What follows belongs to an exercise in optimizing a design on an open flow for small area, a short achievable clock period and few clock cycles per item; a production flow would make more cautious choices.
Function was checked by simulation only, so behaviour that the tests miss may differ from the original.
No activity file was given, so power comes from the tool's default toggle rates.

## ascon128_stream
module ascon128_stream #(
    parameter R = 1
)(
input          clk, rst,
input          start, enc,
input  [127:0] key, nonce,
input          in_valid,
output         in_ready,
input   [63:0] in_data,
input    [3:0] in_bytes,
input          in_ad,
output         out_valid,
output  [63:0] out_data,
output         tag_valid,
output [127:0] tag
);
localparam [3:0]  LAST = 12 - R;
localparam [63:0] IV   = 64'h80400c0600000000;
reg  [63:0] S0, S1, S2, S3, S4;
reg  [63:0] O;
reg        idle_q, rnd_q, init_q, fin_q, wait_q, tag_q, txt_q, enc_q;
reg  [3:0] cnt;
reg        rdy_q;      
reg        take_q;     
reg        ov_q;
reg        pend_q, ad_q, last_q;
reg  [7:0] m_q, pad_q;
wire [63:0] x0 [0:R];
wire [63:0] x1 [0:R];
wire [63:0] x2 [0:R];
wire [63:0] x3 [0:R];
wire [63:0] x4 [0:R];
assign x0[0] = S0;
assign x1[0] = S1;
assign x2[0] = S2;
assign x3[0] = S3;
assign x4[0] = S4;
genvar g;
generate
for (g = 0; g < R; g = g + 1) begin : rounds
    ASCON_ROUND_FUNCTION rf (
        .Xi0(x0[g]), .Xi1(x1[g]), .Xi2(x2[g]), .Xi3(x3[g]), .Xi4(x4[g]),
        .rnd(cnt + g[3:0]),
        .Xo0(x0[g+1]), .Xo1(x1[g+1]), .Xo2(x2[g+1]), .Xo3(x3[g+1]), .Xo4(x4[g+1])
    );
end
endgenerate
wire last_rnd = rnd_q & (cnt == LAST);
wire absorb   = take_q;
wire a_txt    = absorb & !ad_q;
wire a_fin    = a_txt & last_q;
  ...
==> flow/config.mk <==
export PLATFORM = sky130hd
export DESIGN_NAME = ascon128_stream
export DESIGN_NICKNAME = ascon128_stream
export VERILOG_FILES = /design/flow/design.v
export SDC_FILE = /design/flow/constraint.sdc
export NUM_CORES = 8
export LEC_CHECK = 0
export CAP_MARGIN = 20
export CORE_MARGIN = 2
export CORE_UTILIZATION = 40
export GPL_TIMING_DRIVEN = 1
export SLEW_MARGIN = 50
export SYNTH_HIERARCHICAL = 1
==> flow/constraint.sdc <==
create_clock -name core_clock -period 10.0 [get_ports {clk}]
set_input_delay 2.0000 -clock core_clock [delete_from_list [all_inputs] [get_ports {clk}]]
set_output_delay 2.0000 -clock core_clock [all_outputs]
set_load 0.01 [all_outputs]
standard.sh (not shown) runs the stock make flow with config.mk's settings and CLKGATE_MAP_FILE= SYNTH_SCRIPT=/design/flow/synth_recipe.tcl, a recipe that flattens the netlist after the stock synthesis.
==> flow/flow/run.sh <==
#!/bin/bash
# The standard layout (standard.sh), with plain buffers (buf_1) on the
# ports instead of the default delay-cell buffers. Every port still gets
# its own buffer. The make output goes to standard.log.
set -euo pipefail
export BUFFER_PORTS_ARGS="-buffer_cell sky130_fd_sc_hd__buf_1"
bash standard.sh > standard.log 2>&1
Testbench counts at the start, summed over its fixed seeds: cycles 23,122, bytes 19,747.
==> next run, changes <==
CTS_CLUSTER_DIAMETER = 100   (was default)
CTS_CLUSTER_SIZE = 24   (was default)
GPL_TIMING_DRIVEN = default   (was 1)
- die area is unchanged
- core utilization fell by 1.2 points
- power fell by 20%
- sequential cell count does not change
- setup slack is better by 0.0090 ns
- first-iteration DRC count rose by 3.3%
- routed wire length fell by 0.69%
- non-clock buffer count is unchanged
- cell count fell by 1.0%
- design area fell by 2.4%
- clock skew rose by 0.012 ns
==> next run, changes <==
CORE_UTILIZATION = 60   (was 40)
CTS_CLUSTER_DIAMETER = default   (was 100)
CTS_CLUSTER_SIZE = default   (was 24)
SLEW_MARGIN = 20   (was 50)
Effect:
- setup slack loses 0.22 ns
- core utilization rose by 21 points
- power rose by 18%
- non-clock buffer count fell by 11
- maximum frequency fell by 5.9%
- sequential power stays flat

========
ascon128_stream, a different RTL version from the one above (not shown whole).
For scale: ~3,200 cells after synthesis, about 530 I/O pins, ~31,000 um2 of cells after synthesis.
clock: 10.0 ns
lec_check: 0
cap_margin: 20
core_margin: 2
core_utilization: 55
cts_cluster_diameter: 100
cts_cluster_size: 24
place_density: 0.75
slew_margin: 60
synth_hierarchical: 1
==> flow/flow/run.sh <==
#!/bin/bash
# The standard layout (standard.sh) with two changes to the port
# buffers (every port still gets its own buffer):
#  - plain buf_1 buffers instead of the default delay-cell buffers,
#  - after global placement, the output port buffers become buf_2.
# The make output goes to standard.log.
set -euo pipefail
here=$(cd "$(dirname "$0")" && pwd)
export BUFFER_PORTS_ARGS="-buffer_cell sky130_fd_sc_hd__buf_1"
export POST_GLOBAL_PLACE_TCL="$here/outbuf.tcl"
bash standard.sh > standard.log 2>&1
==> flow/flow/outbuf.tcl <==
# Output port buffers: buf_2 instead of buf_1 (every port keeps its own buffer).
set db [ord::get_db]
set block [ord::get_db_block]
set m2 [$db findMaster sky130_fd_sc_hd__buf_2]
set n 0
foreach bterm [$block getBTerms] {
  if {[$bterm getIoType] ne "OUTPUT"} continue
  set net [$bterm getNet]
  if {$net eq "NULL"} continue
  foreach it [$net getITerms] {
    if {[$it isOutputSignal]} {
      set inst [$it getInst]
      if {[[$inst getMaster] getName] eq "sky130_fd_sc_hd__buf_1"} {
        $inst swapMaster $m2
        incr n
      }
    }
  }
}
puts "outbuf.tcl: $n output buffers now buf_2"
The baseline ran to the end with no violations.
Testbench counts at the start, summed over its fixed seeds: cycles 23,122, bytes 19,747.
Change:
==> flow/flow/run.sh (replaced) <==
#!/bin/bash
# The standard layout (standard.sh), with plain buffers (buf_1) on the
# ports instead of the default delay-cell buffers. Every port still gets
# its own buffer. The make output goes to standard.log.
set -euo pipefail
export BUFFER_PORTS_ARGS="-buffer_cell sky130_fd_sc_hd__buf_1"
bash standard.sh > standard.log 2>&1
--- a/flow/config.mk
+++ b/flow/config.mk
@@ -9,3 +9,3 @@
 export CORE_MARGIN = 2
-export CORE_UTILIZATION = 55
+export CORE_UTILIZATION = 50
 export CTS_CLUSTER_DIAMETER = 100
@@ -13,3 +13,3 @@
 export PLACE_DENSITY = 0.75
-export SLEW_MARGIN = 60
+export SLEW_MARGIN = 50
 export SYNTH_HIERARCHICAL = 1
removed: flow/flow/outbuf.tcl
- The changed run finished clean
- via count goes down by 3.2%
- synthesized area stays the same
- count of clock-buffer cells in the layout goes up by 1
- cell count goes down by 0.30%
- clock power hardly moves
- design area goes down by about 5%
- sequential power is about the same
- routed wire length goes down by 4.8%
- die area goes up by about 10%
- power goes down by 0.31%
Change:
==> flow/flow/run.sh (replaced) <==
#!/bin/bash
# The standard layout (standard.sh) with two changes to the port
# buffers (every port still gets its own buffer):
#  - plain buf_1 buffers instead of the default delay-cell buffers,
#  - after global placement, the output port buffers become buf_2.
# The make output goes to standard.log.
set -euo pipefail
here=$(cd "$(dirname "$0")" && pwd)
export BUFFER_PORTS_ARGS="-buffer_cell sky130_fd_sc_hd__buf_1"
export POST_GLOBAL_PLACE_TCL="$here/outbuf.tcl"
bash standard.sh > standard.log 2>&1
==> flow/flow/outbuf.tcl (new file) <==
# Output port buffers: buf_2 instead of buf_1 (every port keeps its own buffer).
set db [ord::get_db]
set block [ord::get_db_block]
set m2 [$db findMaster sky130_fd_sc_hd__buf_2]
set n 0
foreach bterm [$block getBTerms] {
  if {[$bterm getIoType] ne "OUTPUT"} continue
  set net [$bterm getNet]
  if {$net eq "NULL"} continue
  foreach it [$net getITerms] {
    if {[$it isOutputSignal]} {
      set inst [$it getInst]
      if {[[$inst getMaster] getName] eq "sky130_fd_sc_hd__buf_1"} {
        $inst swapMaster $m2
        incr n
      }
    }
  }
}
puts "outbuf.tcl: $n output buffers now buf_2"
After rerunning:
- global-route usage stays flat
- hold slack gets better by 0.012 ns
- die area does not change
- final cell count stays the same
Change:
==> flow/flow/run.sh (replaced) <==
#!/bin/bash
# The standard layout (standard.sh), with plain buffers (buf_1) on the
# ports instead of the default delay-cell buffers. Every port still gets
# its own buffer. The make output goes to standard.log.
set -euo pipefail
export BUFFER_PORTS_ARGS="-buffer_cell sky130_fd_sc_hd__buf_1"
bash standard.sh > standard.log 2>&1
--- a/flow/config.mk
+++ b/flow/config.mk
@@ -9,3 +9,3 @@
 export CORE_MARGIN = 2
-export CORE_UTILIZATION = 50
+export CORE_UTILIZATION = 45
 export CTS_CLUSTER_DIAMETER = 100
removed: flow/flow/outbuf.tcl
Count of clock-buffer cells in the layout climbs by 1.
Design area decreases slightly.
Clock skew stays flat.
Die area goes up by roughly a tenth.
Wire length went up slightly.
Sequential power is about the same.
Worst setup slack gets worse by 0.057 ns.
Change:
--- a/flow/config.mk
+++ b/flow/config.mk
@@ -9,3 +9,3 @@
 export CORE_MARGIN = 2
-export CORE_UTILIZATION = 45
+export CORE_UTILIZATION = 55
 export CTS_CLUSTER_DIAMETER = 100
Effect:
- power drops by 2.6%
- via count climbs by 1.3%
- die area drops by 18%
- design area stays flat
Change:
--- a/flow/config.mk
+++ b/flow/config.mk
@@ -13,3 +13,3 @@
 export PLACE_DENSITY = 0.75
-export SLEW_MARGIN = 50
+export SLEW_MARGIN = 55
 export SYNTH_HIERARCHICAL = 1
After rerunning: Non-clock buffer count rose by 8; flip-flop and latch count stays the same; worst hold slack barely changes; global-route usage rose by 0.20 points; area after synthesis is unchanged; power stays flat; design area rose by 1.6%; synthesized cell count is unchanged; sequential power barely changes.

-- static timing again, ports no longer ideal --
The results above use ideal ports. As a check the final layouts listed here were re-extracted and re-timed, cells and wires unchanged.
Step 1 (the two cells are an assumption about what drives the block):
set clk [get_ports {clk}]
set_driving_cell -lib_cell sky130_fd_sc_hd__clkbuf_16 $clk
set_driving_cell -lib_cell sky130_fd_sc_hd__buf_2 [delete_from_list [all_inputs] $clk]
Step 2, shift: input delay + t, output delay - t, t = (earliest + latest rising clock arrival at the registers) / 2. This alone moves slack from input paths to output paths.
Slacks: no drivers / after step 1 / after step 2; pairs: no drivers / after step 1.
run | shift t [ns] | slack for setup (ns) | hold WS [ns] | clock arrival spread, ns | worst register clock-pin slew, ns
the first run of note 1 | 0.686 | 6.396 / 6.396 / 6.396 | 0.495 / 0.495 / 0.495 | 0.022 / 0.022 | 0.07 / 0.07
the second run of note 1 | 0.691 | 6.405 / 6.405 / 6.405 | 0.505 / 0.505 / 0.505 | 0.034 / 0.034 | 0.11 / 0.11
the third run of note 1 | 0.690 | 6.180 / 6.180 / 6.180 | 0.496 / 0.496 / 0.496 | 0.021 / 0.021 | 0.08 / 0.08
the first run of note 2 | 0.669 | 6.632 / 6.566 / 6.376 | 0.504 / 0.504 / 0.504 | 0.024 / 0.024 | 0.11 / 0.11
the second run of note 2 | 0.664 | 6.616 / 6.552 / 6.436 | 0.503 / 0.503 / 0.503 | 0.036 / 0.036 | 0.11 / 0.11
the third run of note 2 | 0.671 | 6.625 / 6.556 / 6.438 | 0.515 / 0.515 / 0.515 | 0.034 / 0.034 | 0.11 / 0.11
the fourth run of note 2 | 0.674 | 6.567 / 6.500 / 6.365 | 0.525 / 0.525 / 0.525 | 0.034 / 0.035 | 0.11 / 0.11
the fifth run of note 2 | 0.674 | 6.546 / 6.488 / 6.364 | 0.498 / 0.498 / 0.498 | 0.043 / 0.043 | 0.11 / 0.11
the sixth run of note 2 | 0.665 | 6.516 / 6.459 / 6.369 | 0.497 / 0.497 / 0.497 | 0.037 / 0.037 | 0.11 / 0.11
After both steps setup and hold are still met in every run listed. For the first run of note 2, which loses most, drivers alone change the setup slack by -0.066 ns; drivers and shift together by -0.256 ns.
